What follows belongs to an exercise in optimizing a design on an open flow for small area and a short achievable clock period; a production flow would make more cautious choices. No functional check of the RTL was part of any run shown here. No activity file was given, so power comes from the tool's default toggle rates.

### config.mk
export PLATFORM = sky130hd
export DESIGN_NAME = alu
export DESIGN_NICKNAME = alu
export VERILOG_FILES = /design/flow/design.v
export SDC_FILE = /design/flow/constraint.sdc
export NUM_CORES = 4
export LEC_CHECK = 0
export CAP_MARGIN = 20
export CORE_MARGIN = 2
export CORE_UTILIZATION = 40
export SLEW_MARGIN = 20
### constraint.sdc
create_clock -name core_clock -period 10.0 [get_ports {i_clk}]
set_input_delay 2.0000 -clock core_clock [delete_from_list [all_inputs] [get_ports {i_clk}]]
set_output_delay 2.0000 -clock core_clock [all_outputs]
set_load 0.01 [all_outputs]
### design.v
module alu (
    input               i_clk,
    input               i_rst_n,
    input               i_valid,
    input signed [11:0] i_data_a,
    input signed [11:0] i_data_b,
    input        [2:0]  i_inst,
    output              o_valid,
    output       [11:0] o_data,
    output              o_overflow
);
reg  [18:0] x_r, y_r;
reg         o_valid_r, ovf_r, mul_r, mac_r;
wire [18:0] z = x_r + y_r;
wire        m_ov = ~(&z[18:11] | ~|z[18:11]);
assign o_valid    = o_valid_r;
assign o_data     = z[11:0];
assign o_overflow = (m_ov & mul_r) | ovf_r;
wire        is_mul = (i_inst[2:1] == 2'b01);
wire        is_mac = (i_inst == 3'b011);
wire        mul_en = i_valid & is_mul;
wire        acc_en = mac_r & (is_mac | ~i_valid);
wire        oth_en = i_valid & ~is_mul;
wire        ovf_old = mac_r & (m_ov | ovf_r);
wire [12:0] sum  = {i_data_a[11], i_data_a} + {i_data_b[11], i_data_b};
wire [12:0] dif  = {i_data_a[11], i_data_a} - {i_data_b[11], i_data_b};
wire        a_ge = ~(sum[12] ^ dif[12]);
wire [11:0] x    = a_ge ? i_data_a : i_data_b;
reg  [11:0] oth;
always @(*) begin
  case (i_inst)
    3'b000:  oth = sum[11:0];
    3'b001:  oth = dif[11:0];
    3'b100:  oth = ~(i_data_a ^ i_data_b);
    3'b101:  oth = i_data_a[11] ? 12'd0 : i_data_a;
    3'b110:  oth = sum[12:1];
    default: oth = x ^ {12{x[11]}};    
  endcase
end
wire [11:0] row   = acc_en ? o_data : (oth & {12{oth_en}});
wire        row_c = oth_en & (i_inst == 3'b111) & x[11];
wire one1;
wire two2;
wire neg3;
wire pp4;
wire pp5;
wire pp6;
wire pp7;
wire pp8;
wire pp9;
wire pp10;
wire pp11;
wire pp12;
wire pp13;
wire pp14;
wire pp15;
wire pp16;
wire one17;
wire two18;
wire neg19;
wire pp20;
wire pp21;
wire pp22;
wire pp23;
wire pp24;
wire pp25;
wire pp26;
wire pp27;
wire pp28;
wire pp29;
wire pp30;
wire pp31;
wire pp32;
wire one33;
wire two34;
wire neg35;
wire pp36;
wire pp37;
wire pp38;
wire pp39;
wire pp40;
wire pp41;
wire pp42;
wire pp43;
wire pp44;
wire pp45;
wire pp46;
wire pp47;
wire pp48;
wire one49;
wire two50;
wire neg51;
wire pp52;
wire pp53;
wire pp54;
wire pp55;
wire pp56;
wire pp57;
wire pp58;
wire pp59;
wire pp60;
wire pp61;
wire pp62;
wire pp63;
wire pp64;
wire one65;
wire two66;
wire neg67;
wire pp68;
wire pp69;
wire pp70;
wire pp71;
wire pp72;
wire pp73;
wire pp74;
wire pp75;
wire pp76;
wire pp77;
wire pp78;
wire pp79;
wire pp80;
wire one81;
wire two82;
wire neg83;
wire pp84;
wire pp85;
wire pp86;
wire pp87;
wire pp88;
wire pp89;
wire pp90;
wire pp91;
wire pp92;
wire pp93;
wire pp94;
wire pp95;
wire pp96;
wire s97;
wire c98;
wire s99;
wire c100;
wire s101;
wire c102;
wire s103;
wire c104;
wire s105;
wire c106;
wire s107;
wire c108;
wire s109;
wire c110;
wire s111;
wire c112;
wire s113;
wire c114;
wire s115;
wire c116;
wire s117;
wire c118;
wire s119;
wire c120;
wire s121;
wire c122;
wire s123;
wire c124;
wire s125;
wire c126;
wire s127;
wire c128;
wire s129;
wire c130;
wire s131;
wire c132;
wire s133;
wire c134;
wire s135;
wire c136;
wire s137;
wire c138;
wire s139;
wire c140;
wire s141;
wire c142;
wire s143;
wire c144;
wire s145;
wire c146;
wire s147;
wire c148;
wire s149;
wire c150;
wire s151;
wire c152;
wire s153;
wire c154;
wire s155;
wire c156;
wire s157;
wire c158;
wire s159;
wire c160;
wire s161;
wire c162;
wire s163;
wire c164;
wire s165;
wire c166;
wire s167;
wire c168;
wire s169;
wire c170;
wire s171;
wire c172;
wire s173;
wire c174;
wire s175;
wire c176;
wire s177;
wire c178;
wire s179;
wire c180;
wire s181;
wire c182;
wire s183;
wire c184;
wire s185;
wire c186;
wire s187;
wire c188;
wire s189;
wire c190;
wire s191;
wire c192;
wire s193;
wire c194;
wire s195;
wire c196;
wire s197;
wire c198;
wire s199;
wire c200;
wire s201;
wire c202;
wire s203;
wire c204;
wire s205;
wire c206;
wire s207;
wire c208;
wire s209;
wire c210;
wire s211;
wire c212;
wire s213;
wire c214;
wire s215;
wire c216;
wire s217;
wire c218;
wire s219;
wire c220;
wire s221;
wire c222;
wire s223;
wire c224;
wire s225;
wire c226;
wire s227;
wire c228;
wire s229;
wire c230;
wire s231;
wire c232;
wire s233;
wire c234;
wire s235;
wire c236;
wire s237;
wire c238;
wire s239;
wire c240;
wire s241;
wire c242;
wire s243;
wire c244;
wire s245;
wire c246;
wire s247;
wire c248;
wire s249;
wire c250;
wire s251;
wire c252;
assign one1 = mul_en & (i_data_b[0] ^ 1'b0);
assign two2 = mul_en & ((i_data_b[1] & ~i_data_b[0] & ~1'b0) | (~i_data_b[1] & i_data_b[0] & 1'b0));
assign neg3 = mul_en & i_data_b[1] & ~(i_data_b[0] & 1'b0);
assign pp4 = (i_data_a[0] & one1) ^ neg3;
assign pp5 = ((i_data_a[1] & one1) | (i_data_a[0] & two2)) ^ neg3;
assign pp6 = ((i_data_a[2] & one1) | (i_data_a[1] & two2)) ^ neg3;
assign pp7 = ((i_data_a[3] & one1) | (i_data_a[2] & two2)) ^ neg3;
assign pp8 = ((i_data_a[4] & one1) | (i_data_a[3] & two2)) ^ neg3;
assign pp9 = ((i_data_a[5] & one1) | (i_data_a[4] & two2)) ^ neg3;
assign pp10 = ((i_data_a[6] & one1) | (i_data_a[5] & two2)) ^ neg3;
assign pp11 = ((i_data_a[7] & one1) | (i_data_a[6] & two2)) ^ neg3;
assign pp12 = ((i_data_a[8] & one1) | (i_data_a[7] & two2)) ^ neg3;
assign pp13 = ((i_data_a[9] & one1) | (i_data_a[8] & two2)) ^ neg3;
assign pp14 = ((i_data_a[10] & one1) | (i_data_a[9] & two2)) ^ neg3;
assign pp15 = ((i_data_a[11] & one1) | (i_data_a[10] & two2)) ^ neg3;
assign pp16 = ~(((i_data_a[11] & one1) | (i_data_a[11] & two2)) ^ neg3);
assign one17 = mul_en & (i_data_b[2] ^ i_data_b[1]);
assign two18 = mul_en & ((i_data_b[3] & ~i_data_b[2] & ~i_data_b[1]) | (~i_data_b[3] & i_data_b[2] & i_data_b[1]));
assign neg19 = mul_en & i_data_b[3] & ~(i_data_b[2] & i_data_b[1]);
assign pp20 = (i_data_a[0] & one17) ^ neg19;
assign pp21 = ((i_data_a[1] & one17) | (i_data_a[0] & two18)) ^ neg19;
assign pp22 = ((i_data_a[2] & one17) | (i_data_a[1] & two18)) ^ neg19;
assign pp23 = ((i_data_a[3] & one17) | (i_data_a[2] & two18)) ^ neg19;
assign pp24 = ((i_data_a[4] & one17) | (i_data_a[3] & two18)) ^ neg19;
assign pp25 = ((i_data_a[5] & one17) | (i_data_a[4] & two18)) ^ neg19;
assign pp26 = ((i_data_a[6] & one17) | (i_data_a[5] & two18)) ^ neg19;
assign pp27 = ((i_data_a[7] & one17) | (i_data_a[6] & two18)) ^ neg19;
assign pp28 = ((i_data_a[8] & one17) | (i_data_a[7] & two18)) ^ neg19;
assign pp29 = ((i_data_a[9] & one17) | (i_data_a[8] & two18)) ^ neg19;
assign pp30 = ((i_data_a[10] & one17) | (i_data_a[9] & two18)) ^ neg19;
assign pp31 = ((i_data_a[11] & one17) | (i_data_a[10] & two18)) ^ neg19;
assign pp32 = ~(((i_data_a[11] & one17) | (i_data_a[11] & two18)) ^ neg19);
assign one33 = mul_en & (i_data_b[4] ^ i_data_b[3]);
assign two34 = mul_en & ((i_data_b[5] & ~i_data_b[4] & ~i_data_b[3]) | (~i_data_b[5] & i_data_b[4] & i_data_b[3]));
assign neg35 = mul_en & i_data_b[5] & ~(i_data_b[4] & i_data_b[3]);
assign pp36 = (i_data_a[0] & one33) ^ neg35;
assign pp37 = ((i_data_a[1] & one33) | (i_data_a[0] & two34)) ^ neg35;
assign pp38 = ((i_data_a[2] & one33) | (i_data_a[1] & two34)) ^ neg35;
assign pp39 = ((i_data_a[3] & one33) | (i_data_a[2] & two34)) ^ neg35;
assign pp40 = ((i_data_a[4] & one33) | (i_data_a[3] & two34)) ^ neg35;
assign pp41 = ((i_data_a[5] & one33) | (i_data_a[4] & two34)) ^ neg35;
assign pp42 = ((i_data_a[6] & one33) | (i_data_a[5] & two34)) ^ neg35;
assign pp43 = ((i_data_a[7] & one33) | (i_data_a[6] & two34)) ^ neg35;
assign pp44 = ((i_data_a[8] & one33) | (i_data_a[7] & two34)) ^ neg35;
assign pp45 = ((i_data_a[9] & one33) | (i_data_a[8] & two34)) ^ neg35;
assign pp46 = ((i_data_a[10] & one33) | (i_data_a[9] & two34)) ^ neg35;
assign pp47 = ((i_data_a[11] & one33) | (i_data_a[10] & two34)) ^ neg35;
assign pp48 = ~(((i_data_a[11] & one33) | (i_data_a[11] & two34)) ^ neg35);
assign one49 = mul_en & (i_data_b[6] ^ i_data_b[5]);
assign two50 = mul_en & ((i_data_b[7] & ~i_data_b[6] & ~i_data_b[5]) | (~i_data_b[7] & i_data_b[6] & i_data_b[5]));
assign neg51 = mul_en & i_data_b[7] & ~(i_data_b[6] & i_data_b[5]);
assign pp52 = (i_data_a[0] & one49) ^ neg51;
assign pp53 = ((i_data_a[1] & one49) | (i_data_a[0] & two50)) ^ neg51;
assign pp54 = ((i_data_a[2] & one49) | (i_data_a[1] & two50)) ^ neg51;
assign pp55 = ((i_data_a[3] & one49) | (i_data_a[2] & two50)) ^ neg51;
assign pp56 = ((i_data_a[4] & one49) | (i_data_a[3] & two50)) ^ neg51;
assign pp57 = ((i_data_a[5] & one49) | (i_data_a[4] & two50)) ^ neg51;
assign pp58 = ((i_data_a[6] & one49) | (i_data_a[5] & two50)) ^ neg51;
assign pp59 = ((i_data_a[7] & one49) | (i_data_a[6] & two50)) ^ neg51;
assign pp60 = ((i_data_a[8] & one49) | (i_data_a[7] & two50)) ^ neg51;
assign pp61 = ((i_data_a[9] & one49) | (i_data_a[8] & two50)) ^ neg51;
assign pp62 = ((i_data_a[10] & one49) | (i_data_a[9] & two50)) ^ neg51;
assign pp63 = ((i_data_a[11] & one49) | (i_data_a[10] & two50)) ^ neg51;
assign pp64 = ~(((i_data_a[11] & one49) | (i_data_a[11] & two50)) ^ neg51);
assign one65 = mul_en & (i_data_b[8] ^ i_data_b[7]);
assign two66 = mul_en & ((i_data_b[9] & ~i_data_b[8] & ~i_data_b[7]) | (~i_data_b[9] & i_data_b[8] & i_data_b[7]));
assign neg67 = mul_en & i_data_b[9] & ~(i_data_b[8] & i_data_b[7]);
assign pp68 = (i_data_a[0] & one65) ^ neg67;
assign pp69 = ((i_data_a[1] & one65) | (i_data_a[0] & two66)) ^ neg67;
assign pp70 = ((i_data_a[2] & one65) | (i_data_a[1] & two66)) ^ neg67;
assign pp71 = ((i_data_a[3] & one65) | (i_data_a[2] & two66)) ^ neg67;
assign pp72 = ((i_data_a[4] & one65) | (i_data_a[3] & two66)) ^ neg67;
assign pp73 = ((i_data_a[5] & one65) | (i_data_a[4] & two66)) ^ neg67;
assign pp74 = ((i_data_a[6] & one65) | (i_data_a[5] & two66)) ^ neg67;
assign pp75 = ((i_data_a[7] & one65) | (i_data_a[6] & two66)) ^ neg67;
assign pp76 = ((i_data_a[8] & one65) | (i_data_a[7] & two66)) ^ neg67;
assign pp77 = ((i_data_a[9] & one65) | (i_data_a[8] & two66)) ^ neg67;
assign pp78 = ((i_data_a[10] & one65) | (i_data_a[9] & two66)) ^ neg67;
assign pp79 = ((i_data_a[11] & one65) | (i_data_a[10] & two66)) ^ neg67;
assign pp80 = ~(((i_data_a[11] & one65) | (i_data_a[11] & two66)) ^ neg67);
assign one81 = mul_en & (i_data_b[10] ^ i_data_b[9]);
assign two82 = mul_en & ((i_data_b[11] & ~i_data_b[10] & ~i_data_b[9]) | (~i_data_b[11] & i_data_b[10] & i_data_b[9]));
assign neg83 = mul_en & i_data_b[11] & ~(i_data_b[10] & i_data_b[9]);
assign pp84 = (i_data_a[0] & one81) ^ neg83;
assign pp85 = ((i_data_a[1] & one81) | (i_data_a[0] & two82)) ^ neg83;
assign pp86 = ((i_data_a[2] & one81) | (i_data_a[1] & two82)) ^ neg83;
assign pp87 = ((i_data_a[3] & one81) | (i_data_a[2] & two82)) ^ neg83;
assign pp88 = ((i_data_a[4] & one81) | (i_data_a[3] & two82)) ^ neg83;
assign pp89 = ((i_data_a[5] & one81) | (i_data_a[4] & two82)) ^ neg83;
assign pp90 = ((i_data_a[6] & one81) | (i_data_a[5] & two82)) ^ neg83;
assign pp91 = ((i_data_a[7] & one81) | (i_data_a[6] & two82)) ^ neg83;
assign pp92 = ((i_data_a[8] & one81) | (i_data_a[7] & two82)) ^ neg83;
assign pp93 = ((i_data_a[9] & one81) | (i_data_a[8] & two82)) ^ neg83;
assign pp94 = ((i_data_a[10] & one81) | (i_data_a[9] & two82)) ^ neg83;
assign pp95 = ((i_data_a[11] & one81) | (i_data_a[10] & two82)) ^ neg83;
assign pp96 = ~(((i_data_a[11] & one81) | (i_data_a[11] & two82)) ^ neg83);
assign s97 = neg3 ^ pp4;
assign c98 = neg3 & pp4;
assign s99 = pp5 ^ c98;
assign c100 = pp5 & c98;
assign s101 = neg19 ^ pp20 ^ pp6;
assign c102 = (neg19 & pp20) | (pp6 & (neg19 ^ pp20));
assign s103 = c100 ^ s101;
assign c104 = c100 & s101;
assign s105 = pp21 ^ pp7 ^ c102;
assign c106 = (pp21 & pp7) | (c102 & (pp21 ^ pp7));
assign s107 = c104 ^ s105;
assign c108 = c104 & s105;
assign s109 = 1'b1 ^ neg35 ^ pp22;
assign c110 = (1'b1 & neg35) | (pp22 & (1'b1 ^ neg35));
assign s111 = pp36 ^ pp8 ^ s109;
assign c112 = (pp36 & pp8) | (s109 & (pp36 ^ pp8));
assign s113 = c106 ^ s111 ^ c108;
assign c114 = (c106 & s111) | (c108 & (c106 ^ s111));
assign s115 = pp23 ^ pp37 ^ pp9;
assign c116 = (pp23 & pp37) | (pp9 & (pp23 ^ pp37));
assign s117 = c110 ^ s115 ^ c112;
assign c118 = (c110 & s115) | (c112 & (c110 ^ s115));
assign s119 = row[0] ^ row_c ^ s117;
assign c120 = (row[0] & row_c) | (s117 & (row[0] ^ row_c));
assign s121 = neg51 ^ pp10 ^ pp24;
assign c122 = (neg51 & pp10) | (pp24 & (neg51 ^ pp10));
assign s123 = pp38 ^ pp52 ^ c116;
assign c124 = (pp38 & pp52) | (c116 & (pp38 ^ pp52));
assign s125 = s121 ^ s123 ^ row[1];
assign c126 = (s121 & s123) | (row[1] & (s121 ^ s123));
assign s127 = c118 ^ s125;
assign c128 = c118 & s125;
assign s129 = pp11 ^ pp25 ^ pp39;
assign c130 = (pp11 & pp25) | (pp39 & (pp11 ^ pp25));
assign s131 = pp53 ^ c122 ^ s129;
assign c132 = (pp53 & c122) | (s129 & (pp53 ^ c122));
assign s133 = c124 ^ row[2] ^ s131;
assign c134 = (c124 & row[2]) | (s131 & (c124 ^ row[2]));
assign s135 = c126 ^ s133;
assign c136 = c126 & s133;
assign s137 = neg67 ^ pp12 ^ pp26;
assign c138 = (neg67 & pp12) | (pp26 & (neg67 ^ pp12));
assign s139 = pp40 ^ pp54 ^ pp68;
assign c140 = (pp40 & pp54) | (pp68 & (pp40 ^ pp54));
assign s141 = c130 ^ s137 ^ s139;
assign c142 = (c130 & s137) | (s139 & (c130 ^ s137));
assign s143 = c132 ^ row[3] ^ s141;
assign c144 = (c132 & row[3]) | (s141 & (c132 ^ row[3]));
assign s145 = c134 ^ s143;
assign c146 = c134 & s143;
assign s147 = pp13 ^ pp27 ^ pp41;
assign c148 = (pp13 & pp27) | (pp41 & (pp13 ^ pp27));
assign s149 = pp55 ^ pp69 ^ c138;
assign c150 = (pp55 & pp69) | (c138 & (pp55 ^ pp69));
assign s151 = c140 ^ s147 ^ c142;
assign c152 = (c140 & s147) | (c142 & (c140 ^ s147));
assign s153 = s149 ^ row[4] ^ c144;
assign c154 = (s149 & row[4]) | (c144 & (s149 ^ row[4]));
assign s155 = s151 ^ c146;
assign c156 = s151 & c146;
assign s157 = neg83 ^ pp14 ^ pp28;
assign c158 = (neg83 & pp14) | (pp28 & (neg83 ^ pp14));
assign s159 = pp42 ^ pp56 ^ pp70;
assign c160 = (pp42 & pp56) | (pp70 & (pp42 ^ pp56));
assign s161 = pp84 ^ c148 ^ s157;
assign c162 = (pp84 & c148) | (s157 & (pp84 ^ c148));
assign s163 = s159 ^ c150 ^ row[5];
assign c164 = (s159 & c150) | (row[5] & (s159 ^ c150));
assign s165 = s161 ^ c152 ^ s163;
assign c166 = (s161 & c152) | (s163 & (s161 ^ c152));
assign s167 = c154 ^ c156;
assign c168 = c154 & c156;
assign s169 = pp15 ^ pp29 ^ pp43;
assign c170 = (pp15 & pp29) | (pp43 & (pp15 ^ pp29));
assign s171 = pp57 ^ pp71 ^ pp85;
assign c172 = (pp57 & pp71) | (pp85 & (pp57 ^ pp71));
assign s173 = c158 ^ c160 ^ s169;
assign c174 = (c158 & c160) | (s169 & (c158 ^ c160));
assign s175 = s171 ^ c162 ^ row[6];
assign c176 = (s171 & c162) | (row[6] & (s171 ^ c162));
assign s177 = s173 ^ c164 ^ s175;
assign c178 = (s173 & c164) | (s175 & (s173 ^ c164));
assign s179 = c166 ^ s177;
assign c180 = c166 & s177;
assign s181 = 1'b1 ^ pp16 ^ pp30;
assign c182 = (1'b1 & pp16) | (pp30 & (1'b1 ^ pp16));
assign s183 = pp44 ^ pp58 ^ pp72;
assign c184 = (pp44 & pp58) | (pp72 & (pp44 ^ pp58));
assign s185 = pp86 ^ c170 ^ c172;
assign c186 = (pp86 & c170) | (c172 & (pp86 ^ c170));
assign s187 = s181 ^ s183 ^ c174;
assign c188 = (s181 & s183) | (c174 & (s181 ^ s183));
assign s189 = s185 ^ row[7] ^ c176;
assign c190 = (s185 & row[7]) | (c176 & (s185 ^ row[7]));
assign s191 = s187 ^ c178 ^ s189;
assign c192 = (s187 & c178) | (s189 & (s187 ^ c178));
assign s193 = 1'b1 ^ pp31 ^ pp45;
assign c194 = (1'b1 & pp31) | (pp45 & (1'b1 ^ pp31));
assign s195 = pp59 ^ pp73 ^ pp87;
assign c196 = (pp59 & pp73) | (pp87 & (pp59 ^ pp73));
assign s197 = c182 ^ c184 ^ s193;
assign c198 = (c182 & c184) | (s193 & (c182 ^ c184));
assign s199 = s195 ^ c186 ^ row[8];
assign c200 = (s195 & c186) | (row[8] & (s195 ^ c186));
assign s201 = s197 ^ c188 ^ s199;
assign c202 = (s197 & c188) | (s199 & (s197 ^ c188));
assign s203 = c190 ^ s201;
assign c204 = c190 & s201;
assign s205 = pp32 ^ pp46 ^ pp60;
assign c206 = (pp32 & pp46) | (pp60 & (pp32 ^ pp46));
assign s207 = pp74 ^ pp88 ^ c194;
assign c208 = (pp74 & pp88) | (c194 & (pp74 ^ pp88));
assign s209 = c196 ^ s205 ^ c198;
assign c210 = (c196 & s205) | (c198 & (c196 ^ s205));
assign s211 = s207 ^ row[9] ^ c200;
assign c212 = (s207 & row[9]) | (c200 & (s207 ^ row[9]));
assign s213 = s209 ^ c202 ^ s211;
assign c214 = (s209 & c202) | (s211 & (s209 ^ c202));
assign s215 = 1'b1 ^ pp47 ^ pp61;
assign c216 = (1'b1 & pp47) | (pp61 & (1'b1 ^ pp47));
assign s217 = pp75 ^ pp89 ^ c206;
assign c218 = (pp75 & pp89) | (c206 & (pp75 ^ pp89));
assign s219 = s215 ^ c208 ^ s217;
assign c220 = (s215 & c208) | (s217 & (s215 ^ c208));
assign s221 = row[10] ^ c210 ^ s219;
assign c222 = (row[10] & c210) | (s219 & (row[10] ^ c210));
assign s223 = c212 ^ s221;
assign c224 = c212 & s221;
assign s225 = 1'b1 ^ pp48 ^ pp62;
assign c226 = (1'b1 & pp48) | (pp62 & (1'b1 ^ pp48));
assign s227 = pp76 ^ pp90 ^ c216;
assign c228 = (pp76 & pp90) | (c216 & (pp76 ^ pp90));
assign s229 = s225 ^ c218 ^ s227;
assign c230 = (s225 & c218) | (s227 & (s225 ^ c218));
assign s231 = ~row[11] ^ c220 ^ s229;
assign c232 = (~row[11] & c220) | (s229 & (~row[11] ^ c220));
assign s233 = c222 ^ s231;
assign c234 = c222 & s231;
assign s235 = pp63 ^ pp77 ^ pp91;
assign c236 = (pp63 & pp77) | (pp91 & (pp63 ^ pp77));
assign s237 = c226 ^ s235 ^ c228;
assign c238 = (c226 & s235) | (c228 & (c226 ^ s235));
assign s239 = c230 ^ s237 ^ c232;
assign c240 = (c230 & s237) | (c232 & (c230 ^ s237));
assign s241 = pp64 ^ pp78 ^ pp92;
assign c242 = (pp64 & pp78) | (pp92 & (pp64 ^ pp78));
assign s243 = c236 ^ s241 ^ c238;
assign c244 = (c236 & s241) | (c238 & (c236 ^ s241));
assign s245 = 1'b1 ^ pp79 ^ pp93;
assign c246 = (1'b1 & pp79) | (pp93 & (1'b1 ^ pp79));
assign s247 = c242 ^ s245;
assign c248 = c242 & s245;
assign s249 = pp80 ^ pp94 ^ c246;
assign c250 = (pp80 & pp94) | (c246 & (pp80 ^ pp94));
assign s251 = 1'b1 ^ pp95;
assign c252 = 1'b1 & pp95;
always @(posedge i_clk or negedge i_rst_n) begin
  if (~i_rst_n) begin
    o_valid_r <= 1'b0;
    x_r       <= 19'd0;
    y_r       <= 19'd0;
    ovf_r     <= 1'b0;
    mul_r     <= 1'b0;
    mac_r     <= 1'b0;
  end else begin
    o_valid_r <= i_valid;
    x_r       <= {1'b1, pp96, s251, c248, s247, s243, c234, c224, s223, c204, c192, c180, c168, s165, s153, c136, c128, c120, c114};
    y_r       <= {1'b0, c252, c250, s249, c244, c240, s239, s233, c214, s213, s203, s191, s179, s167, s155, s145, s135, s127, s119};
    mul_r     <= is_mul;
    if (i_valid) begin
      mac_r <= is_mac;
      case (i_inst)
        3'b000:  ovf_r <= sum[12] ^ sum[11];
        3'b001:  ovf_r <= dif[12] ^ dif[11];
        3'b011:  ovf_r <= ovf_old;
        default: ovf_r <= 1'b0;
      endcase
    end else begin
      ovf_r <= ovf_old;
    end
  end
end
endmodule
### run.sh
#!/bin/bash
# synth_recipe.tcl (not shown) runs the flow's synth.tcl, then flattens the netlist and writes it again
# the make line also repeats each setting of config.mk as NAME=value (left out here)
make -C /OpenROAD-flow-scripts/flow DESIGN_CONFIG=/design/flow/config.mk WORK_HOME=/design/flow/orfs CLKGATE_MAP_FILE= SYNTH_SCRIPT=/design/flow/synth_recipe.tcl finish
==> metrics.cfg, run 1 <==
[global_route]
grt_max_degree = 42
grt_overflow = 0
grt_pass1_wl_um = 35200
grt_usage = 0.222
first_global_vias = 6397
antenna_found_initial = 1

[sta]
finClkSkew_ns = 0.00218
max_slew_margin = 0.211
rsz0062_at_grt = false
setup_slack_ns = 2.23
setup-tns-final_ns = 0
min_period_ns = 7.77
tightest_slew_ns = 1.17
period_share = 0.777
hold_violations = 0
setup_viol = 0
hold_slack_ns = 0.534
drv_slew = 0
max_freq_ghz = 0.129

[clock_network]
root_buffer = clkbuf_16
cts_resized = 0
clk_pin_slew_worst_paths_ns = 0.06
cts_hold_buffers = 0
cts_buffers = 5
post_cts_buffers = 0
htree_levels = 2
clockBufferDepth = 2
cts_tree = built
clkLatencyLatePin_ns = 0.28
cts_num_sinks = 41

[floorplanning]
num_io_pins = 44
row_count = 50
initial_core_util = 0.407
core_um2 = 18700
die-area_um2 = 20200
die_h_um = 142
fp.dieW_um = 142

[yosys]
synth_seq_cells = 41
postSynthAreaPerCell_um2 = 8.42
ys_warn_count = 1
yosysTopAreaCell = fa_1
seq_area_frac_synth = 0.135
synth_top_area_share = 0.152
synth_nets = 1057
yosysUniqueCellTypes = 82
synth_edf_count = 0
synth_ff_type = dfrtp_1
syn_area_um2 = 7620
ys_top_cells_by_area = fa_1, dfrtp_1, ha_1, xnor2_1, xor2_1
netlist_instances = 905
async_flop_share = 1.00

[setup_path]
worst_setup_path_end_kind = flop
critical_path.startpoint_type = primary input
crit_path_max_fanout = 20
worst_r2r_path_depth = 11
worst_ep_arrival_time_ns = 7.93
crit_start = i_data_b[1]
criticalPathCategory = primary input to flop
cp_data_required_time_ns = 10.16
regToRegStartpoint = x_r[6]

[min_path]
hold_path_depth = 2
hold_class = flop to flop
worstHoldStart = mac_r

[drt]
vias = 6639
drt_wl_total_um = 22300
routedWlPerCell_um = 19.5
drcViolationCount = 0
vias_per_cell = 5.82
first_iter_violations = 487
dr.pass1.iters = 6
ant_nets = 0

[finish]
final_nets = 1058
regArea_um2 = 1030
area_delta_synth_final_pct = 8.65
nFillCells = 1868
final_cell_mix = inv_1, xnor2_1, ha_1
final_common_cell = inv_1
multi_input_area_um2 = 5900
antennaDiodeCount = 0
drive_gt1_frac = 0.0474
utilization = 0.443

[placed_design]
place_ws_ns = 1.88
dp_hpwl_um = 17300
numPortBuffers = 43
gp_congestion = 0.890

[run_status]
status = complete, no violations

[pwr]
p_leak_uw = 0.00358
ir_drop_uv = 82.2
finalPower_uw = 1180
powerDensity_nw_per_um2 = 143

[run]
cap_violations = 0

-- worst paths after layout --
check                      slack (ns)      end
min in group asynchronous        1.84   y_r[3]
setup / recovery                 2.23   y_r[7]
max in group asynchronous        7.60  x_r[16]
hold reg to reg                  0.53    mac_r
setup reg to reg                 6.32  y_r[12]
hold / removal                   0.53    mac_r
-- layer usage --
metal,global-route usage,vias up,part of all wire
met3,0.0273,35,0.071
met5,0,-,0
li1,-,3111,-
met2,0.352,263,0.44
met4,0.0726,0,0.023
met1,0.316,3230,0.46
-- Yosys cell counts (all sizes together) (5+ instances only) --
library cell,number
inv,101
xnor2,65
ha,64
xor2,64
fa,58
a22oi,57
nor2,57
nand2,53
a21oi,51
clkbuf,49
dfrtp,41
o21ai,37
nor3,25
nand3,18
mux2i,15
buf,10
nor2b,10
nand2b,9
a32o,7
and3,7
o22ai,7
a21o,6
o21a,6
a31oi,5
o2111ai,5
-- power breakdown --
part / internal, µW / switching [µW]
sequential: 208 / 13.8
clock: 125 / 65.8
combinational: 323 / 449
total: 655 / 528
-- cell families (layout without fill, tap and decap cells) --
logic type      after synthesis  after routing  synth area share
buf+inv                     162            164            0.0934
flops                        41             41             0.135
compound gates              233            233             0.218
xor+xnor                    129            129             0.149
simple gates                201            201             0.126
fa+ha+maj                   122            122             0.257
other cells                   1              1          0.000492
mux                          16             16            0.0212
-- critical path, cell delays in order --
cell and delay (ns):
clkdlybuf4s50_1 1.09, clkinv_1 0.51, fa_1 0.58, o21bai_1 0.26, a2111o_1 0.24, o221ai_2 0.12, a21oi_2 0.21, o41ai_4 0.09
xor2_2 0.80, mux2i_1 0.28, nand2_1 0.07, a32o_1 0.27, fa_1 0.48, inv_1 0.05, fa_1 0.36, inv_1 0.09
fa_1 0.42
-- registers in the layout (all words and copies together) (netlist names) --
name and flops:
x_r 19, mac_r 1, mul_r 1, y_r 18, ovf_r 1, o_valid_r 1
-- layout make-up --
cell class | instances | share of cell area
Multi-Input combinational cell | 702 | 0.712
Sequential cell | 41 | 0.124
Timing Repair Buffer | 53 | 0.0605
Inverter | 103 | 0.0467
Tap cell | 234 | 0.0354
Clock buffer | 6 | 0.0168
Clock inverter | 2 | 0.00453
-- per-stage QoR --
step	cells	cell area (µm²)
final	1141	8280
after floorplan	905	7620
after global routing	1141	8280
after detailed placement	1133	8100
after global placement	1133	8100
after CTS	1141	8280
==> inputs of run 2 (changes only) <==
--- a/design.v
+++ b/design.v
@@ -26,5 +26,6 @@
 wire [12:0] dif  = {i_data_a[11], i_data_a} - {i_data_b[11], i_data_b};
 wire        a_ge = ~(sum[12] ^ dif[12]);
-wire [11:0] x    = a_ge ? i_data_a : i_data_b;
+wire [11:0] ra   = i_data_a ^ {12{i_data_a[11]}};    
+wire [11:0] rb   = i_data_b ^ {12{i_data_b[11]}};
 reg  [11:0] oth;
 always @(*) begin
@@ -35,9 +36,9 @@
     3'b101:  oth = i_data_a[11] ? 12'd0 : i_data_a;
     3'b110:  oth = sum[12:1];
-    default: oth = x ^ {12{x[11]}};    
+    default: oth = a_ge ? ra : rb;
   endcase
 end
 wire [11:0] row   = acc_en ? o_data : (oth & {12{oth_en}});
-wire        row_c = oth_en & (i_inst == 3'b111) & x[11];
+wire        row_c = oth_en & (i_inst == 3'b111) & (a_ge ? i_data_a[11] : i_data_b[11]);
 wire one1;
 wire two2;
@@ -394,6 +395,6 @@
 assign s101 = neg19 ^ pp20 ^ pp6;
 assign c102 = (neg19 & pp20) | (pp6 & (neg19 ^ pp20));
-assign s103 = c100 ^ s101;
-assign c104 = c100 & s101;
+assign s103 = s101 ^ c100;
+assign c104 = s101 & c100;
 assign s105 = pp21 ^ pp7 ^ c102;
 assign c106 = (pp21 & pp7) | (c102 & (pp21 ^ pp7));
@@ -408,14 +409,14 @@
 assign s115 = pp23 ^ pp37 ^ pp9;
 assign c116 = (pp23 & pp37) | (pp9 & (pp23 ^ pp37));
-assign s117 = c110 ^ s115 ^ c112;
-assign c118 = (c110 & s115) | (c112 & (c110 ^ s115));
-assign s119 = row[0] ^ row_c ^ s117;
-assign c120 = (row[0] & row_c) | (s117 & (row[0] ^ row_c));
+assign s117 = c110 ^ s115 ^ row[0];
+assign c118 = (c110 & s115) | (row[0] & (c110 ^ s115));
+assign s119 = row_c ^ c112 ^ s117;
+assign c120 = (row_c & c112) | (s117 & (row_c ^ c112));
 assign s121 = neg51 ^ pp10 ^ pp24;
 assign c122 = (neg51 & pp10) | (pp24 & (neg51 ^ pp10));
 assign s123 = pp38 ^ pp52 ^ c116;
 assign c124 = (pp38 & pp52) | (c116 & (pp38 ^ pp52));
-assign s125 = s121 ^ s123 ^ row[1];
-assign c126 = (s121 & s123) | (row[1] & (s121 ^ s123));
+assign s125 = s121 ^ row[1] ^ s123;
+assign c126 = (s121 & row[1]) | (s123 & (s121 ^ row[1]));
 assign s127 = c118 ^ s125;
 assign c128 = c118 & s125;
@@ -434,6 +435,6 @@
 assign s141 = c130 ^ s137 ^ s139;
 assign c142 = (c130 & s137) | (s139 & (c130 ^ s137));
-assign s143 = c132 ^ row[3] ^ s141;
-assign c144 = (c132 & row[3]) | (s141 & (c132 ^ row[3]));
+assign s143 = row[3] ^ c132 ^ s141;
+assign c144 = (row[3] & c132) | (s141 & (row[3] ^ c132));
 assign s145 = c134 ^ s143;
 assign c146 = c134 & s143;
@@ -442,10 +443,10 @@
 assign s149 = pp55 ^ pp69 ^ c138;
 assign c150 = (pp55 & pp69) | (c138 & (pp55 ^ pp69));
-assign s151 = c140 ^ s147 ^ c142;
-assign c152 = (c140 & s147) | (c142 & (c140 ^ s147));
-assign s153 = s149 ^ row[4] ^ c144;
-assign c154 = (s149 & row[4]) | (c144 & (s149 ^ row[4]));
-assign s155 = s151 ^ c146;
-assign c156 = s151 & c146;
+assign s151 = c140 ^ s147 ^ row[4];
+assign c152 = (c140 & s147) | (row[4] & (c140 ^ s147));
+assign s153 = s149 ^ c142 ^ s151;
+assign c154 = (s149 & c142) | (s151 & (s149 ^ c142));
+assign s155 = c144 ^ c146;
+assign c156 = c144 & c146;
 assign s157 = neg83 ^ pp14 ^ pp28;
 assign c158 = (neg83 & pp14) | (pp28 & (neg83 ^ pp14));
@@ -458,6 +459,6 @@
 assign s165 = s161 ^ c152 ^ s163;
 assign c166 = (s161 & c152) | (s163 & (s161 ^ c152));
-assign s167 = c154 ^ c156;
-assign c168 = c154 & c156;
+assign s167 = c154 ^ s165;
+assign c168 = c154 & s165;
 assign s169 = pp15 ^ pp29 ^ pp43;
 assign c170 = (pp15 & pp29) | (pp43 & (pp15 ^ pp29));
@@ -466,6 +467,6 @@
 assign s173 = c158 ^ c160 ^ s169;
 assign c174 = (c158 & c160) | (s169 & (c158 ^ c160));
-assign s175 = s171 ^ c162 ^ row[6];
-assign c176 = (s171 & c162) | (row[6] & (s171 ^ c162));
+assign s175 = s171 ^ row[6] ^ c162;
+assign c176 = (s171 & row[6]) | (c162 & (s171 ^ row[6]));
 assign s177 = s173 ^ c164 ^ s175;
 assign c178 = (s173 & c164) | (s175 & (s173 ^ c164));
@@ -478,8 +479,8 @@
 assign s185 = pp86 ^ c170 ^ c172;
 assign c186 = (pp86 & c170) | (c172 & (pp86 ^ c170));
-assign s187 = s181 ^ s183 ^ c174;
-assign c188 = (s181 & s183) | (c174 & (s181 ^ s183));
-assign s189 = s185 ^ row[7] ^ c176;
-assign c190 = (s185 & row[7]) | (c176 & (s185 ^ row[7]));
+assign s187 = s181 ^ s183 ^ row[7];
+assign c188 = (s181 & s183) | (row[7] & (s181 ^ s183));
+assign s189 = s185 ^ c174 ^ c176;
+assign c190 = (s185 & c174) | (c176 & (s185 ^ c174));
 assign s191 = s187 ^ c178 ^ s189;
 assign c192 = (s187 & c178) | (s189 & (s187 ^ c178));
@@ -500,8 +501,8 @@
 assign s207 = pp74 ^ pp88 ^ c194;
 assign c208 = (pp74 & pp88) | (c194 & (pp74 ^ pp88));
-assign s209 = c196 ^ s205 ^ c198;
-assign c210 = (c196 & s205) | (c198 & (c196 ^ s205));
-assign s211 = s207 ^ row[9] ^ c200;
-assign c212 = (s207 & row[9]) | (c200 & (s207 ^ row[9]));
+assign s209 = c196 ^ s205 ^ row[9];
+assign c210 = (c196 & s205) | (row[9] & (c196 ^ s205));
+assign s211 = s207 ^ c198 ^ c200;
+assign c212 = (s207 & c198) | (c200 & (s207 ^ c198));
 assign s213 = s209 ^ c202 ^ s211;
 assign c214 = (s209 & c202) | (s211 & (s209 ^ c202));
@@ -510,8 +511,8 @@
 assign s217 = pp75 ^ pp89 ^ c206;
 assign c218 = (pp75 & pp89) | (c206 & (pp75 ^ pp89));
-assign s219 = s215 ^ c208 ^ s217;
-assign c220 = (s215 & c208) | (s217 & (s215 ^ c208));
-assign s221 = row[10] ^ c210 ^ s219;
-assign c222 = (row[10] & c210) | (s219 & (row[10] ^ c210));
+assign s219 = s215 ^ c208 ^ row[10];
+assign c220 = (s215 & c208) | (row[10] & (s215 ^ c208));
+assign s221 = s217 ^ c210 ^ s219;
+assign c222 = (s217 & c210) | (s219 & (s217 ^ c210));
 assign s223 = c212 ^ s221;
 assign c224 = c212 & s221;
@@ -520,8 +521,8 @@
 assign s227 = pp76 ^ pp90 ^ c216;
 assign c228 = (pp76 & pp90) | (c216 & (pp76 ^ pp90));
-assign s229 = s225 ^ c218 ^ s227;
-assign c230 = (s225 & c218) | (s227 & (s225 ^ c218));
-assign s231 = ~row[11] ^ c220 ^ s229;
-assign c232 = (~row[11] & c220) | (s229 & (~row[11] ^ c220));
+assign s229 = s225 ^ c218 ^ ~row[11];
+assign c230 = (s225 & c218) | (~row[11] & (s225 ^ c218));
+assign s231 = s227 ^ c220 ^ s229;
+assign c232 = (s227 & c220) | (s229 & (s227 ^ c220));
 assign s233 = c222 ^ s231;
 assign c234 = c222 & s231;
@@ -554,6 +555,6 @@
   end else begin
     o_valid_r <= i_valid;
-    x_r       <= {1'b1, pp96, s251, c248, s247, s243, c234, c224, s223, c204, c192, c180, c168, s165, s153, c136, c128, c120, c114};
-    y_r       <= {1'b0, c252, c250, s249, c244, c240, s239, s233, c214, s213, s203, s191, s179, s167, s155, s145, s135, s127, s119};
+    x_r       <= {1'b1, pp96, s251, c248, s247, s243, c234, c224, s223, c204, s203, c180, c168, c156, s153, c136, c128, s127, c114};
+    y_r       <= {1'b0, c252, c250, s249, c244, c240, s239, s233, c214, s213, c192, s191, s179, s167, s155, s145, s135, c120, s119};
     mul_r     <= is_mul;
     if (i_valid) begin
--- a/config.mk
+++ b/config.mk
@@ -9,3 +9,4 @@
 export CORE_MARGIN = 2
 export CORE_UTILIZATION = 40
+export SETUP_SLACK_MARGIN = 4
 export SLEW_MARGIN = 20
==> run 2 against run 1 <==
  * Worst setup slack improved by 1.9 ns
  * Clock power decreased by 3%
  * First-iteration DRC count increased by 23%
  * Via count increased by 4.4%
  * Die area increased by 0.81%
  * Sequential power about the same
  * Wire length increased by 6.0%
  * Clock skew increased by 0.0057 ns
==> metrics.cfg, run 2 <==
[yosys]
synth_ff_type = dfrtp_1
postSynthAreaPerCell_um2 = 8.31  ; -1.3%
ys_warn_count = 1  ; unchanged
synth_top_area_share = 0.151  ; -0.00127
yosysUniqueCellTypes = 74  ; -9.8%
synth_seq_cells = 41  ; unchanged
synth_edf_count = 0  ; unchanged
syn_area_um2 = 7680  ; +0.84%
seq_area_frac_synth = 0.134  ; -0.00112
yosysTopAreaCell = fa_1
ys_top_cells_by_area = fa_1, dfrtp_1, ha_1, xor2_1, xnor2_1
netlist_instances = 925  ; +2.2%
synth_nets = 1090  ; +3.1%
async_flop_share = 1.00  ; unchanged
netlist_top_cells_count = inv_1, ha_1, a22oi_1, nand2_1, fa_1
yosys.cell_count.top_type = inv_1

[pwr]
clockPowerShare = 0.148  ; -0.013
powerDensity_nw_per_um2 = 141  ; -1.6%
p_int_uw = 680  ; +3.8%
switching_share = 0.450  ; +0.00396
ir_drop_uv = 73.7  ; -10%
switchingPower_uw = 557  ; +5.5%
p_seq_frac = 0.180  ; -0.007
p_leak_uw = 0.00372  ; +4.0%
power_frac_comb = 0.671  ; +0.019

[clock_network]
cts_buffers = 5  ; unchanged
root_buffer = clkbuf_16
cts_tree = built
cts_num_sinks = 41  ; unchanged
clkLatencyLatePin_ns = 0.29  ; about the same
clockBufferDepth = 2  ; unchanged
clk_pin_slew_worst_paths_ns = 0.06  ; about the same
htree_levels = 2  ; unchanged
cts_hold_buffers = 0  ; unchanged

[finish]
utilization = 0.469  ; +0.0261
nFillCells = 1822  ; -2.5%
final_nets = 1108  ; +4.7%
regArea_um2 = 1030  ; unchanged
antennaDiodeCount = 0  ; unchanged
largest_reg_flops = 19  ; unchanged
area_delta_synth_final_pct = 14.5
largest-register = x_r
fin_cells = 1178  ; +3.2%
reg_top3 = x_r: 19 flops, y_r: 18 flops
final_common_cell = inv_1
final_cell_mix = inv_1, ha_1, a22oi_1
drive_gt1_frac = 0.131  ; +0.0839
multi_input_area_um2 = 6340  ; +7.6%

[drt]
drcViolationCount = 0  ; unchanged
vias = 6930  ; +4.4%
drt_wl_total_um = 23600  ; +6.0%
vias_per_cell = 5.88  ; +1.1%
dr.pass1.iters = 5  ; -1
routedWlPerCell_um = 20.0  ; +2.6%
first_iter_violations = 601  ; +23%
ant_nets = 0  ; unchanged

[global_route]
grt_pass1_wl_um = 37300  ; +5.9%
grt_usage = 0.235  ; +0.0130
first_global_vias = 6456  ; +0.92%
antenna_found_initial = 1  ; unchanged
grt_max_degree = 42  ; unchanged
grt_overflow = 0  ; unchanged

[setup_path]
critical_path.startpoint_type = primary input
crit_path_max_fanout = 19  ; -5.0%
cp_data_required_time_ns = 10.16  ; about the same
worst_setup_path_end_kind = flop
worst_ep_arrival_time_ns = 6.03  ; -1.90 ns
criticalPathCategory = primary input to flop

[placed_design]
gp_congestion = 1.02  ; +15%
place_ws_ns = 1.91  ; +0.0223 ns
numPortBuffers = 43  ; unchanged
dp.cells = 1148  ; +1.3%
dp_hpwl_um = 18000  ; +4.2%

[sta]
drv_slew = 0  ; unchanged
finClkSkew_ns = 0.00793  ; +0.00575 ns
setup-tns-final_ns = 0  ; unchanged
rsz0062_at_grt = true
hold_violations = 0  ; unchanged
setup_viol = 0  ; unchanged
setup_slack_ns = 4.13  ; +1.90 ns
tightest_slew_ns = 0.949  ; -0.225 ns
period_share = 0.587  ; -0.190
max_slew_margin = 0.367  ; +0.156
max_freq_ghz = 0.170  ; +32%
min_period_ns = 5.87  ; -1.90 ns
hold_slack_ns = 0.537  ; +0.00261 ns

[floorplanning]
num_io_pins = 44  ; unchanged
die_h_um = 143  ; +0.40%
fp.dieW_um = 143  ; +0.40%
initial_core_util = 0.409  ; +0.00204
row_count = 50  ; unchanged
die-area_um2 = 20300  ; +0.81%
core_um2 = 18800  ; +0.33%

[min_path]
hold_class = flop to flop

[run]
cap_violations = 0  ; unchanged

[run_status]
status = complete, no violations

## run 2: cell count changes after synthesis, moves of 7 or more
cell	before	now
nand2_1	53	60
nor3_1	24	16
ha_1	64	77
xnor2_1	65	54
o21ai_1	2	13
a21oi_1	49	56
inv_1	100	92
a32o_1	7	0
mux2i_1	15	7
## run 2: critical path, cell delays in order
cell           delay, ns
dlygate4sd2_1       0.76
nand2_4             0.35
nor3_4              0.34
clkinvlp_4          0.14
buf_4               0.17
xnor2_1             0.14
fa_1                0.42
fa_1                0.43
inv_1               0.10
fa_1                0.40
inv_1               0.07
fa_1                0.40
inv_1               0.07
ha_1                0.22
## run 2: area by class of cell
type	count	area share
Timing Repair Buffer	71	0.0684
Inverter	94	0.0411
Sequential cell	41	0.117
Multi-Input combinational cell	730	0.721
Clock buffer	5	0.0142
Clock inverter	3	0.00526
Tap cell	234	0.0333
## run 2: worst paths after layout
kind | startpoint | endpoint | slack [ns] | cells past startpoint
max in group asynchronous | i_rst_n | x_r[16] | 7.62 | 1
worst min-delay path | ovf_r | ovf_r | 0.54 | 2
worst max-delay path | i_valid | y_r[6] | 4.13 | 14
worst min register to register | ovf_r | ovf_r | 0.54 | 2
min in group asynchronous | i_rst_n | x_r[0] | 1.83 | 1
worst max register to register | x_r[0] | y_r[12] | 6.09 | 13
## run 2: cell families (layout without fill, tap and decap cells)
group	after synthesis	after routing	share of synthesized area
other	1	1	0.000488
multiplexers	11	13	0.0160
XOR/XNOR	111	111	0.127
adder cells (fa/ha/maj)	135	135	0.277
AND/OR/NAND/NOR	205	205	0.130
buffers and inverters	156	173	0.0800
AO/OA/AOI/OAI	265	265	0.237
flip-flops	41	41	0.134
## run 2: power by group through the flow
stage	combinational [µW]	clock, µW	sequential [µW]
2_1_floorplan	530	0	222
3_3_place_gp	777	0	226
3_5_place_dp	782	0	227
4_1_cts	809	188	224
5_1_grt	921	195	227
6_report	831	184	223
## run 2: layer usage
metal  share of wire  vias up  global-route usage  wire length, µm
met3           0.074       30              0.0246             1740
met1            0.47     3351               0.359            11100
met2            0.44      284               0.355            10400
li1                -     3265                   -                -
met5               0        -                   0                0
met4           0.016        0              0.0573              382
## run 2: repair_timing
item,in CTS,in global routing
buffers inserted,14,6
gates cloned,2,0
pin swaps,8,11
gates resized for setup,109,48
endpoints found under the setup margin,33,21
## run 2: per-stage QoR
stage	instance area, µm²	power, µW
after floorplan	7690	752
after global placement	8210	1000
after detailed placement	8210	1010
after CTS	8700	1220
after global routing	8800	1340
final	8800	1240
==> inputs of run 3 (changes only) <==
--- a/config.mk
+++ b/config.mk
@@ -9,4 +9,3 @@
 export CORE_MARGIN = 2
 export CORE_UTILIZATION = 40
-export SETUP_SLACK_MARGIN = 4
 export SLEW_MARGIN = 20
==> run 3 against run 2 <==
  * Non-clock buffer count shrank 18
  * Global-route usage is 0.44 points lower
  * Still clean
  * Largest cell class unchanged
  * Clock power is essentially flat
  * Wire length shrank 3.4%
  * Total power fell by 2.9%
  * Largest power group unchanged
  * Area after synthesis unchanged
  * Worst setup slack got worse by 2.1 ns
  * Cell count is 1.7% lower
  * Sequential share of layout area rose by 0.55 points
  * Register-to-register slack lost 0.20 ns
  * Clock-buffer cell count increased by 1
  * Via count decreased by 1.5%
==> metrics.cfg, run 3 <==
[finish]
antennaDiodeCount = 0  ; unchanged
final_nets = 1088  ; -1.8%
reg_top3 = x_r: 19 flops, y_r: 18 flops
nFillCells = 1865  ; +2.4%
multi_input_area_um2 = 6050  ; -4.6%
drive_gt1_frac = 0.0509  ; -0.0805
largest_reg_flops = 19  ; unchanged
utilization = 0.448  ; -0.0211
largest-register = x_r
regArea_um2 = 1030  ; unchanged
final_common_cell = inv_1
area_delta_synth_final_pct = 9.35
final_cell_mix = inv_1, ha_1, a22oi_1

[setup_path]
criticalPathCategory = primary input to flop
regToRegStartpoint = x_r[1]
worst_setup_path_end_kind = flop
worst_r2r_path_depth = 13  ; unchanged
crit_path_max_fanout = 20  ; +1
r2r_end = y_r[11]
rrSetupSlack_ns = 5.89  ; -0.20 ns
worst_ep_arrival_time_ns = 8.14  ; +2.11 ns
critical_path.startpoint_type = primary input
cp_data_required_time_ns = 10.16  ; about the same

[floorplanning]
row_count = 50  ; unchanged
die-area_um2 = 20300  ; unchanged
num_io_pins = 44  ; unchanged
initial_core_util = 0.409  ; unchanged
die_h_um = 143  ; unchanged
fp.dieW_um = 143  ; unchanged
core_um2 = 18800  ; unchanged

[global_route]
antenna_found_initial = 0  ; -1
grt_max_degree = 42  ; unchanged
grt_pass1_wl_um = 36900  ; -0.98%
grt_usage = 0.231  ; -0.00438
first_global_vias = 6650  ; +3.0%
grt_overflow = 0  ; unchanged

[drt]
drcViolationCount = 0  ; unchanged
drt_wl_total_um = 22800  ; -3.4%
first_iter_violations = 692  ; +15%
ant_nets = 0  ; unchanged
dr.pass1.iters = 6  ; +1
routedWlPerCell_um = 19.7  ; -1.7%
vias_per_cell = 5.90  ; +0.24%
vias = 6829  ; -1.5%

[sta]
drv_slew = 0  ; unchanged
rsz0062_at_grt = false
setup-tns-final_ns = 0  ; unchanged
hold_slack_ns = 0.534  ; -0.00292 ns
period_share = 0.798  ; +0.211
tightest_slew_ns = 0.934  ; -0.0154 ns
setup_viol = 0  ; unchanged
max_freq_ghz = 0.125  ; -26%
max_slew_margin = 0.378  ; +0.0102
hold_violations = 0  ; unchanged
min_period_ns = 7.98  ; +2.11 ns
finClkSkew_ns = 0.00565  ; -0.00229 ns

[yosys]
seq_area_frac_synth = 0.134  ; unchanged
synth_top_area_share = 0.151  ; unchanged
postSynthAreaPerCell_um2 = 8.31  ; unchanged
ys_warn_count = 1  ; unchanged
synth_nets = 1090  ; unchanged
yosys.cell_count.top_type = inv_1
ys_top_cells_by_area = fa_1, dfrtp_1, ha_1, xor2_1, xnor2_1
yosysTopAreaCell = fa_1
async_flop_share = 1.00  ; unchanged
synth_ff_type = dfrtp_1
syn_area_um2 = 7680  ; unchanged
netlist_top_cells_count = inv_1, ha_1, a22oi_1, nand2_1, fa_1
yosysUniqueCellTypes = 74  ; unchanged
synth_edf_count = 0  ; unchanged
synth_seq_cells = 41  ; unchanged
netlist_instances = 925  ; unchanged

[run_status]
status = complete, no violations

[pwr]
ir_drop_uv = 93.9  ; +27%
powerDensity_nw_per_um2 = 143  ; +1.7%
p_leak_uw = 0.00358  ; -3.7%
finalPower_uw = 1200  ; -2.9%

[clock_network]
post_cts_buffers = 0  ; -14
clockBufferDepth = 2  ; unchanged
root_buffer = clkbuf_16
clkLatencyLatePin_ns = 0.28  ; about the same
cts_buffers = 5  ; unchanged
htree_levels = 2  ; unchanged
clk_pin_slew_worst_paths_ns = 0.06  ; about the same
cts_num_sinks = 41  ; unchanged
cts_hold_buffers = 0  ; unchanged
cts_resized = 0  ; -100%
cts_tree = built

[run]
cap_violations = 0  ; unchanged

[min_path]
hold_class = flop to flop
worstHoldStart = ovf_r
hold_path_depth = 2  ; unchanged
min_to = ovf_r

[placed_design]
gp_congestion = 1.03  ; +0.69%
numPortBuffers = 43  ; unchanged
dp_hpwl_um = 18100  ; +0.44%

-- run 3: cell counts after synthesis --
Identical to the previous run, type by type.
-- run 3: area by class of cell --
| cell class | instances | area share |
|---|---|---|
| Clock inverter | 2 | 0.00447 |
| Inverter | 94 | 0.0420 |
| Sequential cell | 41 | 0.122 |
| Clock buffer | 6 | 0.0165 |
| Tap cell | 234 | 0.0348 |
| Timing Repair Buffer | 53 | 0.0596 |
| Multi-Input combinational cell | 728 | 0.720 |
-- run 3: worst max-delay path by stage --
stage	from	to	slack, ns	cells past startpoint
floorplan	i_data_a[0]	y_r[7]	3.92	19
global placement	i_inst[1]	y_r[6]	2.06	15
detailed placement	i_inst[1]	y_r[9]	1.87	15
CTS	i_inst[1]	y_r[6]	2.18	15
global route	i_inst[1]	y_r[6]	1.68	15
finish	i_inst[1]	y_r[6]	2.02	15
-- run 3: metal layers --
layer | vias to the layer above | global-route usage | wire (µm)
met3 | 21 | 0.0434 | 2020
met4 | 0 | 0.0438 | 280
met5 | - | 0 | 0
met2 | 305 | 0.356 | 10000
li1 | 3221 | - | -
met1 | 3282 | 0.339 | 10400
-- run 3: metrics by stage --
step,instances,setup slack [ns],area [µm²]
global placement,1150,2.06,8230
global route,1158,1.68,8400
finish,1158,2.02,8400
CTS,1158,2.18,8400
floorplan,925,3.92,7680
detailed placement,1150,1.87,8230
-- run 3: logic make-up after synthesis --
logic type / after synthesis / share of synthesized area
AO/OA/AOI/OAI: 265 / 0.237
XOR/XNOR: 111 / 0.127
adder cells (fa/ha/maj): 135 / 0.277
buffers and inverters: 156 / 0.0800
flip-flops: 41 / 0.134
multiplexers: 11 / 0.0160
other: 1 / 0.000488
AND/OR/NAND/NOR: 205 / 0.130
-- run 3: critical path, cell delays in order --
cell,delay [ns]
clkdlybuf4s50_1,1.00
clkinv_1,0.50
nor2_1,0.66
nand2_1,0.56
nor3_1,0.62
inv_1,0.43
xnor2_1,0.26
fa_1,0.41
fa_1,0.43
inv_1,0.09
fa_1,0.42
inv_1,0.08
fa_1,0.40
inv_1,0.07
ha_1,0.22
-- run 3: power by group --
group          internal (µW)  leakage [µW]  switching (µW)
Sequential               209      0.000511            14.6
Clock                    124     0.0000831            61.8
Combinational            332       0.00299             460
==> inputs of run 4 (changes only) <==
==> flow/run.sh (new file) <==
#!/bin/bash
# The standard layout, with the port buffers made of buf_4 cells.
set -euo pipefail
export BUFFER_PORTS_ARGS="-buffer_cell sky130_fd_sc_hd__buf_4"
bash standard.sh > standard.log 2>&1
==> standard.sh (new file) <==
#!/bin/bash
# synth_recipe.tcl (not shown) runs the flow's synth.tcl, then flattens the netlist and writes it again
# the make line also repeats each setting of config.mk as NAME=value (left out here)
make -C /OpenROAD-flow-scripts/flow DESIGN_CONFIG=/design/flow/config.mk WORK_HOME=/design/flow/orfs CLKGATE_MAP_FILE= SYNTH_SCRIPT=/design/flow/synth_recipe.tcl "${@:-finish}"
--- a/config.mk
+++ b/config.mk
@@ -9,3 +9,4 @@
 export CORE_MARGIN = 2
 export CORE_UTILIZATION = 40
+export SETUP_SLACK_MARGIN = 4
 export SLEW_MARGIN = 20
removed: run.sh
==> run 4 against run 3 <==
  * Still clean
  * Cell area grew 2.5%
  * Hold slack better by 0.0019 ns
  * Utilization up 1.1 points
  * Die area unchanged
  * Clock-buffer cell count unchanged
  * Flip-flop and latch count is the same
  * Total power grew 0.69%
  * Worst setup slack gained 2.1 ns
  * Fmax grew 36%
  * Global-route usage is 0.24 points higher
  * Sequential share of layout area is 0.30 points lower
  * Critical endpoint is now y_r[9]
==> metrics.cfg, run 4 <==
[setup_path]
worst_r2r_path_depth = 13  ; unchanged
cp_data_required_time_ns = 10.16  ; about the same
r2r_end = y_r[11]
crit_path_max_fanout = 14  ; -30%
rrSetupSlack_ns = 6.09  ; +0.20 ns
worst_ep_arrival_time_ns = 6.03  ; -2.11 ns
critical_path.startpoint_type = primary input
worst_setup_path_end_kind = flop
criticalPathCategory = primary input to flop
regToRegStartpoint = x_r[1]

[yosys]
netlist_top_cells_count = inv_1, ha_1, a22oi_1, nand2_1, fa_1
yosys.cell_count.top_type = inv_1
synthMuxAreaShare = 0.0160  ; unchanged
synth_seq_cells = 41  ; unchanged
synth_xor_area_frac = 0.127  ; unchanged
synth_top_area_share = 0.151  ; unchanged
netlist_instances = 925  ; unchanged
syn_area_um2 = 7680  ; unchanged
synthAdderAreaFrac = 0.277  ; unchanged
synth_ff_type = dfrtp_1
synth_simple_gate_area_share = 0.130  ; unchanged
ys_top_cells_by_area = fa_1, dfrtp_1, ha_1, xor2_1, xnor2_1
synth_compound_area_frac = 0.237  ; unchanged
yosysTopAreaCell = fa_1
synth_top_family_by_area = adder cells
synth_nets = 1090  ; unchanged
yosysUniqueCellTypes = 74  ; unchanged
synth_edf_count = 0  ; unchanged
async_flop_share = 1.00  ; unchanged
postSynthAreaPerCell_um2 = 8.31  ; unchanged
ys_warn_count = 1  ; unchanged
seq_area_frac_synth = 0.134  ; unchanged

[sta]
period_share = 0.587  ; -0.211
rsz0062_at_grt = true
hold_slack_ns = 0.536  ; +0.00194 ns
tightest_slew_ns = 0.972  ; +0.0383 ns
max_freq_ghz = 0.170  ; +36%
setup_slack_ns = 4.13  ; +2.11 ns
drv_slew = 0  ; unchanged
max_slew_margin = 0.352  ; -0.0256
setup-tns-final_ns = 0  ; unchanged
setup_viol = 0  ; unchanged
finClkSkew_ns = 0.00632  ; +0.000673 ns
min_period_ns = 5.87  ; -2.11 ns
hold_violations = 0  ; unchanged

[floorplanning]
core_um2 = 18800  ; unchanged
die_h_um = 143  ; unchanged
num_io_pins = 44  ; unchanged
initial_core_util = 0.409  ; unchanged
fp.dieW_um = 143  ; unchanged
row_count = 50  ; unchanged
die-area_um2 = 20300  ; unchanged

[clock_network]
clk_pin_slew_worst_paths_ns = 0.06  ; about the same
cts_hold_buffers = 0  ; unchanged
clockBufferDepth = 2  ; unchanged
cts_tree = built
root_buffer = clkbuf_16
cts_buffers = 5  ; unchanged
clkLatencyLatePin_ns = 0.28  ; about the same
cts_num_sinks = 41  ; unchanged
htree_levels = 2  ; unchanged

[run_status]
status = complete, no violations

[pwr]
p_leak_uw = 0.00371  ; +3.6%
p_seq_frac = 0.186  ; about the same
finalPower_uw = 1210  ; +0.69%
p_int_uw = 663  ; -0.41%
powerDensity_nw_per_um2 = 140  ; -1.8%
switching_share = 0.452  ; +0.00607
clockPowerShare = 0.153  ; -0.002
ir_drop_uv = 71.7  ; -24%
switchingPower_uw = 547  ; +2.1%
power_frac_comb = 0.661  ; +0.002

[finish]
antennaDiodeCount = 0  ; unchanged
drive_gt1_frac = 0.136  ; +0.0854
final_common_cell = inv_1
regArea_um2 = 1030  ; unchanged
nFillCells = 1851  ; -0.75%
largest_reg_flops = 19  ; unchanged
final_nets = 1103  ; +1.4%
final_cell_mix = inv_1, ha_1, buf_4
area_delta_synth_final_pct = 12.1
largest-register = x_r
multi_input_area_um2 = 6240  ; +3.1%
reg_top3 = x_r: 19 flops, y_r: 18 flops

[placed_design]
dp_hpwl_um = 18000  ; -0.34%
place_ws_ns = 2.62  ; +0.759 ns
gp_congestion = 0.987  ; -3.9%
numPortBuffers = 43  ; unchanged

[drt]
vias_per_cell = 5.87  ; -0.41%
first_iter_violations = 620  ; -10%
dr.pass1.iters = 5  ; -1
drt_wl_total_um = 23200  ; +1.6%
vias = 6889  ; +0.88%
ant_nets = 0  ; unchanged
routedWlPerCell_um = 19.7  ; +0.32%
drcViolationCount = 0  ; unchanged

[global_route]
first_global_vias = 6533  ; -1.8%
grt_pass1_wl_um = 37100  ; +0.58%
grt_overflow = 0  ; unchanged
grt_usage = 0.233  ; +0.00239
antenna_found_initial = 0  ; unchanged
grt_max_degree = 42  ; unchanged

[min_path]
hold_class = flop to flop
hold_path_depth = 2  ; unchanged
worstHoldStart = ovf_r
min_to = ovf_r

[run]
cap_violations = 0  ; unchanged

-- run 4: cell counts after synthesis --
No cell type changed its count.
-- run 4: routing by layer --
metal | global-route usage | part of all wire | vias to the layer above | wire, µm
li1 | - | - | 3262 | -
met1 | 0.347 | 0.45 | 3301 | 10500
met2 | 0.358 | 0.44 | 293 | 10200
met3 | 0.0404 | 0.090 | 33 | 2090
met4 | 0.0427 | 0.015 | 0 | 349
met5 | 0 | 0 | - | 0
-- run 4: logic make-up (layout without fill, tap and decap cells) --
| family | after synthesis | in the layout |
|---|---|---|
| compound gates | 265 | 265 |
| simple gates | 205 | 205 |
| buf+inv | 156 | 169 |
| fa+ha+maj | 135 | 135 |
| xor+xnor | 111 | 111 |
| flops | 41 | 41 |
| mux | 11 | 12 |
| other cells | 1 | 1 |
-- run 4: worst max-delay path by stage --
stage / startpoint / to / slack (ns) / cells past startpoint
after floorplan: i_data_a[0] / y_r[7] / 4.03 / 19
after global placement: i_inst[1] / y_r[6] / 2.71 / 15
after detailed placement: i_inst[1] / y_r[6] / 2.62 / 15
after CTS: i_data_b[3] / y_r[7] / 4.00 / 17
after global routing: i_data_b[3] / y_r[7] / 3.93 / 18
final: i_data_a[0] / y_r[9] / 4.13 / 20
-- run 4: cell type report --
| type | count | share of cell area |
|---|---|---|
| Multi-Input combinational cell | 729 | 0.725 |
| Sequential cell | 41 | 0.119 |
| Clock inverter | 2 | 0.00436 |
| Tap cell | 234 | 0.0340 |
| Timing Repair Buffer | 67 | 0.0601 |
| Inverter | 94 | 0.0415 |
| Clock buffer | 6 | 0.0161 |
-- run 4: power by group through the flow --
stage	Clock, µW	Combinational [µW]	Sequential (µW)
2_1_floorplan	0	530	222
3_3_place_gp	0	755	227
3_5_place_dp	0	765	228
4_1_cts	189	784	225
5_1_grt	197	889	229
6_report	186	800	225
-- run 4: worst max-delay path, stage by stage --
cell	delay, ns
buf_6	0.14
inv_1	0.06
ha_1	0.22
fa_2	0.36
nand2b_4	0.17
a21oi_4	0.19
o211ai_2	0.15
o31ai_4	0.37
a211oi_4	0.14
mux2i_4	0.24
buf_4	0.15
buf_4	0.11
nand3_1	0.06
o21ai_1	0.07
a31oi_1	0.13
fa_1	0.56
inv_1	0.05
fa_1	0.35
inv_1	0.08
fa_1	0.42
-- run 4: per-stage QoR --
stage / cell area [µm²] / utilization / std cells
6_report: 8610 / 0.459 / 1173
5_1_grt: 8610 / 0.459 / 1173
4_1_cts: 8460 / 0.451 / 1162
3_5_place_dp: 8100 / 0.432 / 1147
3_3_place_gp: 8100 / 0.432 / 1147
2_1_floorplan: 7690 / - / 925
-- run 4: what timing repair did --
item	CTS	global route
gates resized for setup	25	18
setup buffers	6	11
setup endpoints to repair	29	14
pin swaps	1	10
cloned	1	0

==> port drivers added, routing unchanged <==
Ports are ideal in the flow. The routed layouts listed here were re-timed in OpenROAD.
Step 1: set_driving_cell puts a clkbuf_16 on i_clk and a buf_2 on each other input, an assumption about the parent block.
Step 2 times the ports against the registers' clock, not the clock port: input delays grow and output delays shrink by t, the midpoint of the rising clock arrivals with the driver on.
a / b / c = ideal / step 1 / step 2; a / b = the first two.
run | t, ns | setup slack, ns | worst slew at a driven data input, ns
run 1 | 0.320 | 2.230 / 2.237 / 1.917 | 0.04
run 2 | 0.320 | 4.130 / 4.128 / 3.809 | 0.05
run 3 | 0.314 | 2.023 / 2.035 / 1.722 | 0.03
run 4 | 0.317 | 4.128 / 4.126 / 3.809 | 0.05
After both steps setup and hold are still met in every run listed. For run 2, which loses most, drivers alone change the setup slack by -0.002 ns; drivers and shift together by -0.321 ns.
